Background: an optimization exercise with open tools, aiming at small area, a short achievable clock period and few clock cycles. Do not read the settings as production practice.
In this exercise RTL edits were held to simulation tests only and were not proved equivalent to the original.

==> flow/design.v <==
module Division (
  input  [14:0] A,
  input  [7:0]  N,
  input  [9:0]  N3,
  output [14:0] Y,
  output [1:0]  Q
);
wire [9:0]  t  = {1'b0, A[14:6]};            
wire [10:0] d1 = {1'b0, t} - {3'b0, N};
wire [10:0] d2 = {1'b0, t} - {2'b0, N, 1'b0};
wire [10:0] d3 = {1'b0, t} - {1'b0, N3};
wire        ge1 = ~d1[10];
wire        ge2 = ~d2[10];
wire        ge3 = ~d3[10];
assign Q = ge3 ? 2'd3 : ge2 ? 2'd2 : ge1 ? 2'd1 : 2'd0;
wire [6:0]  r = ge3 ? d3[6:0] : ge2 ? d2[6:0] : ge1 ? d1[6:0] : t[6:0];
assign Y = {r, A[5:0], Q};
endmodule
module kmeans_ram #(
  parameter P = 4,
  parameter M = 32,
  parameter T = 3
) (
  input               CK,
  input               LOAD,
  input  [15:0]       DI,
  output [16*P-1:0]   HEAD,
  output [16*P-1:0]   TAP,
  output [63:0]       FIRST,   
  output [16*P-1:0]   TAP2     
);
reg [16*128-1:0] sr;
always @(posedge CK)
  sr <= {sr[0 +: 127*16], LOAD ? DI : sr[127*16 +: 16]};
assign FIRST = sr[0 +: 64];
genvar k;
generate
  for (k = 0; k < P; k = k + 1) begin : g_tap
    assign HEAD[k*16 +: 16] = sr[(k*M)*16 +: 16];
    assign TAP[k*16 +: 16]  = sr[(k*M+T)*16 +: 16];
    assign TAP2[k*16 +: 16] = sr[(k*M+T-1)*16 +: 16];
  end
endgenerate
endmodule
module kMeans #(
  parameter P = 4
) (
  input             clk,
  input             rst_n,
  input             in_valid,
  input      [15:0] in_data,
  output reg        out_valid,
  output reg [15:0] out_data
);
localparam M  = 128 / P;
localparam TW = (P <= 1) ? 8 : (P <= 2) ? 9 : (P <= 4) ? 10 : (P <= 8) ? 11 : 12;
localparam ST_IDLE  = 3'd0,
           ST_PASS  = 3'd1,
           ST_DRAIN = 3'd2,
           ST_DIV   = 3'd3,
           ST_OUT   = 3'd4;
reg  [2:0]  state;
reg  [6:0]  pc;
reg  [7:0]  wc;
reg         w4;       
always @(posedge clk) begin
  if (!rst_n) begin
    wc <= 8'd0;
    w4 <= 1'b0;
  end else begin
    wc <= in_valid ? wc + 8'd1 : 8'd0;
    w4 <= in_valid && wc == 8'd3;
  end
end
wire [16*P-1:0] head, tap;
wire [63:0]     ring_c;
kmeans_ram #(.P(P), .M(M), .T(3)) u_ram (
  .CK   (clk),
  .LOAD (in_valid),
  .DI   (in_data),
  .HEAD (head),
  .TAP  (tap),
  .FIRST(ring_c),
  .TAP2 (tap2)
);
reg  [7:0]  cx [0:3];
reg  [7:0]  cy [0:3];
reg          p1v;
wire         chg;
wire         fin = (state == ST_PASS) && (pc == 7'd0) && !chg;
wire         run = (state == ST_PASS) && !fin;
always @(posedge clk) begin
  if (!rst_n) p1v <= 1'b0;
  else        p1v <= in_valid && (wc >= 8'd4);
end
wire [P-1:0] v0 = run ? {P{1'b1}} : {{(P-1){1'b0}}, p1v};
reg  [P-1:0] v1, v2;
always @(posedge clk) begin
  if (!rst_n) begin
    v1 <= 0;
    v2 <= 0;
  end else begin
    v1 <= v0;
    v2 <= v1;
  end
end
reg  [4*P-1:0] sel;
genvar k, j;
generate
  for (k = 0; k < P; k = k + 1) begin : g_lane
    wire [7:0] x = head[k*16+8 +: 8];
    wire [7:0] y = head[k*16   +: 8];
    reg  [7:0] ax [0:3];
    reg  [7:0] ay [0:3];
    reg  [3:0] bx, by;
    reg  [8:0] d  [0:3];
    for (j = 0; j < 4; j = j + 1) begin : g_c
      wire       cox, coy;
      wire [7:0] ex, ey;
      assign {cox, ex} = {1'b0, x} + {1'b0, ~cx[j]};
      assign {coy, ey} = {1'b0, y} + {1'b0, ~cy[j]};
      always @(posedge clk) begin
        ax[j] <= ex ^ {8{~cox}};
        ay[j] <= ey ^ {8{~coy}};
        bx[j] <= cox;
        by[j] <= coy;
        d[j]  <= {1'b0, ax[j]} + {1'b0, ay[j]} + bx[j] + by[j];
      end
    end
    wire le01 = d[0] <= d[1];
    wire le02 = d[0] <= d[2];
    wire le03 = d[0] <= d[3];
    wire le12 = d[1] <= d[2];
    wire le13 = d[1] <= d[3];
    wire le23 = d[2] <= d[3];
    always @(posedge clk) begin
      if (!rst_n || !v2[k]) sel[k*4 +: 4] <= 4'd0;
      else begin
        sel[k*4+0] <=  le01 &  le02 &  le03;
        sel[k*4+1] <= ~le01 &  le12 &  le13;
        sel[k*4+2] <= ~le02 & ~le12 &  le23;
        sel[k*4+3] <= ~le03 & ~le13 & ~le23;
      end
    end
  end
endgenerate
localparam NP = P / 2;
wire [16*P-1:0] tap2;
reg  [8:0]    px2 [0:NP-1];
reg  [8:0]    py2 [0:NP-1];
generate
  for (k = 0; k < NP; k = k + 1) begin : g_pair
    always @(posedge clk) begin
      px2[k] <= {1'b0, tap2[(2*k)*16+8 +: 8]} + {1'b0, tap2[(2*k+1)*16+8 +: 8]};
      py2[k] <= {1'b0, tap2[(2*k)*16   +: 8]} + {1'b0, tap2[(2*k+1)*16   +: 8]};
    end
  end
endgenerate
reg  [TW-1:0] tx [0:3];
reg  [TW-1:0] ty [0:3];
generate
  for (j = 0; j < 4; j = j + 1) begin : g_sum
    wire [TW-1:0] shx [0:NP-1];
    wire [TW-1:0] shy [0:NP-1];
    for (k = 0; k < NP; k = k + 1) begin : g_sh
      wire s0  = sel[(2*k)*4+j];
      wire s1  = sel[(2*k+1)*4+j];
      wire o0  = s0 & ~s1;
      wire o1  = ~s0 & s1;
      wire o01 = s0 & s1;
      wire [8:0] x0 = {1'b0, tap[(2*k)*16+8 +: 8]};
      wire [8:0] x1 = {1'b0, tap[(2*k+1)*16+8 +: 8]};
      wire [8:0] y0 = {1'b0, tap[(2*k)*16 +: 8]};
      wire [8:0] y1 = {1'b0, tap[(2*k+1)*16 +: 8]};
      assign shx[k] = {{(TW-9){1'b0}}, ({9{o0}} & x0) | ({9{o1}} & x1) | ({9{o01}} & px2[k])};
      assign shy[k] = {{(TW-9){1'b0}}, ({9{o0}} & y0) | ({9{o1}} & y1) | ({9{o01}} & py2[k])};
    end
    reg [TW-1:0] ax_, ay_;
    integer q2;
    always @(*) begin
      ax_ = {TW{1'b0}};
      ay_ = {TW{1'b0}};
      for (q2 = 0; q2 < NP; q2 = q2 + 1) begin
        ax_ = ax_ + shx[q2];
        ay_ = ay_ + shy[q2];
      end
    end
    always @(posedge clk) begin
      tx[j] <= ax_;
      ty[j] <= ay_;
    end
  end
endgenerate
wire        clr = (state == ST_OUT) || (state == ST_IDLE && wc != 8'd0 && wc < 8'd4) ||
                  (state == ST_PASS && pc == 7'd0);
wire        div = (state == ST_DIV);
wire        div_last = div && (pc == 7'd3);
wire [3:0]  chg_j;
generate
  for (j = 0; j < 4; j = j + 1) begin : g_cl
    reg  [14:0] sx, sy;
    reg  [7:0]  n;
    reg  [9:0]  n3;
    wire [14:0] yx, yy;
    wire [1:0]  qx, qy;
    Division u_dx (.A(sx), .N(n), .N3(n3), .Y(yx), .Q(qx));
    Division u_dy (.A(sy), .N(n), .N3(n3), .Y(yy), .Q(qy));
    always @(posedge clk) begin
      if (clr) begin
        sx <= 15'd0;
        sy <= 15'd0;
      end else if (div) begin
        sx <= yx;
        sy <= yy;
      end else begin
        sx <= sx + tx[j];
        sy <= sy + ty[j];
      end
    end
    reg [3:0] pn;
    integer q;
    always @(*) begin
      pn = 4'd0;
      for (q = 0; q < P; q = q + 1) pn = pn + sel[q*4+j];
    end
    always @(posedge clk) begin
      if (clr) n <= 8'd0;
      else if (!div) n <= n + pn;
      n3 <= {2'b0, n} + {1'b0, n, 1'b0};
    end
    reg         dif;
    wire [1:0]  cxb = cx[j] >> (6 - 2*pc[1:0]);
    wire [1:0]  cyb = cy[j] >> (6 - 2*pc[1:0]);
    wire        dif_s = (qx != cxb) | (qy != cyb);
    always @(posedge clk)
      if (div) dif <= (pc == 7'd0) ? dif_s : (dif | dif_s);
    assign chg_j[j] = (n != 8'd0) & dif;
    always @(posedge clk) begin
      if (w4) begin
        cx[j] <= ring_c[(3-j)*16+8 +: 8];
        cy[j] <= ring_c[(3-j)*16   +: 8];
      end else if (div_last && n != 8'd0) begin
        cx[j] <= yx[7:0];
        cy[j] <= yy[7:0];
      end
    end
  end
endgenerate
assign chg = |chg_j;
always @(posedge clk) begin
  if (!rst_n) begin
    state <= ST_IDLE;
    pc    <= 7'd0;
  end else begin
    case (state)
      ST_IDLE: begin
        pc <= 7'd0;
        if (in_valid && wc == 8'd131) begin
          state <= ST_DRAIN;
          pc    <= 7'd4;
        end
      end
      ST_PASS: begin
        pc <= pc + 7'd1;
        if (pc == 7'd0 && !chg) begin
          state <= ST_OUT;
          pc    <= 7'd1;
        end else if (pc == M - 1) begin
          state <= ST_DRAIN;
          pc    <= 7'd3;
        end
      end
      ST_DRAIN: begin
        pc <= pc - 7'd1;
        if (pc == 7'd0) begin
          state <= ST_DIV;
          pc    <= 7'd0;
        end
      end
      ST_DIV: begin
        pc <= pc + 7'd1;
        if (pc == 7'd3) begin
          pc    <= 7'd0;
          state <= ST_PASS;
        end
      end
      ST_OUT: begin
        pc <= pc + 7'd1;
        if (pc == 7'd3) begin
          state <= ST_IDLE;
          pc    <= 7'd0;
        end
      end
      default: state <= ST_IDLE;
    endcase
  end
end
always @(posedge clk) begin
  if (!rst_n) out_valid <= 1'b0;
  else        out_valid <= (state == ST_OUT) || fin;
end
always @(posedge clk)
  out_data <= {cx[pc[1:0]], cy[pc[1:0]]};
endmodule
module CORE(
  clk,
  rst_n,
  in_valid,
  in_data,
  out_valid,
  out_data
);
input               clk;
input               rst_n;
input               in_valid;
input       [15:0]  in_data;
output              out_valid;
output      [15:0]  out_data;
kMeans n_kMeans(
  .clk        (clk),
  .rst_n      (rst_n),
  .in_valid   (in_valid),
  .in_data    (in_data),
  .out_valid  (out_valid),
  .out_data   (out_data)
);
endmodule 
Settings: LEC_CHECK=0, CAP_MARGIN=20, CORE_MARGIN=2, CORE_UTILIZATION=62, CTS_CLUSTER_DIAMETER=110, CTS_CLUSTER_SIZE=20, SETUP_SLACK_MARGIN=5.0, SLEW_MARGIN=20; clock period 8.0 ns.
run.sh (not shown) runs the stock make flow with config.mk's settings and CLKGATE_MAP_FILE= SYNTH_SCRIPT=/design/flow/synth_recipe.tcl, a recipe that flattens the netlist after the stock synthesis.
Testbench counts at the start, summed over its fixed seeds: cycles 24,880.
Rerun with:
--- a/flow/design.v
+++ b/flow/design.v
@@ -73,5 +73,5 @@
   end
 end
-wire [16*P-1:0] head, tap;
+wire [16*P-1:0] head, tap, tap2;
 wire [63:0]     ring_c;
 kmeans_ram #(.P(P), .M(M), .T(3)) u_ram (
@@ -146,5 +146,4 @@
 endgenerate
 localparam NP = P / 2;
-wire [16*P-1:0] tap2;
 reg  [8:0]    px2 [0:NP-1];
 reg  [8:0]    py2 [0:NP-1];
=> Area after synthesis stays the same; setup slack is worse by 0.048 ns; wire length drops by 1.9%; final area barely changes; hold slack is worse by 0.0032 ns; clock-buffer cell count drops by 1; clock skew climbs by 0.014 ns.
Testbench counts after the change, summed over its fixed seeds: cycles 24,880.

-- afterwards: timing with drivers on the ports --
The flow's constraints put no driver on any port. The routed layouts listed below were extracted and timed again, unchanged, in two steps. Step 1: set_driving_cell puts a clkbuf_16 on clk and a buf_2 on each other input, an assumption about the parent block. Step 2 adds t to the input delays and takes it off the output delays; t is the mean of the earliest and latest rising clock arrival at the registers after step 1. Input paths then give back, and output paths get back, about the clock's delay inside the block. Three values: ideal ports, drivers, drivers and shift; two values: the first two.
run	t (ns)	setup slack, ns	hold WS [ns]	worst data-port slew with drivers (ns)	pins driven straight from the clock port
the first run	0.943	4.978 / 4.978 / 4.261	0.285 / 0.285 / 0.285	0.07	1
the second run	0.955	4.929 / 4.910 / 4.013	0.281 / 0.281 / 0.281	0.08	1
After both steps every run listed still meets setup and hold. The setup slack of the second run, which loses most, moves by -0.019 ns with the drivers and by -0.916 ns with both steps.
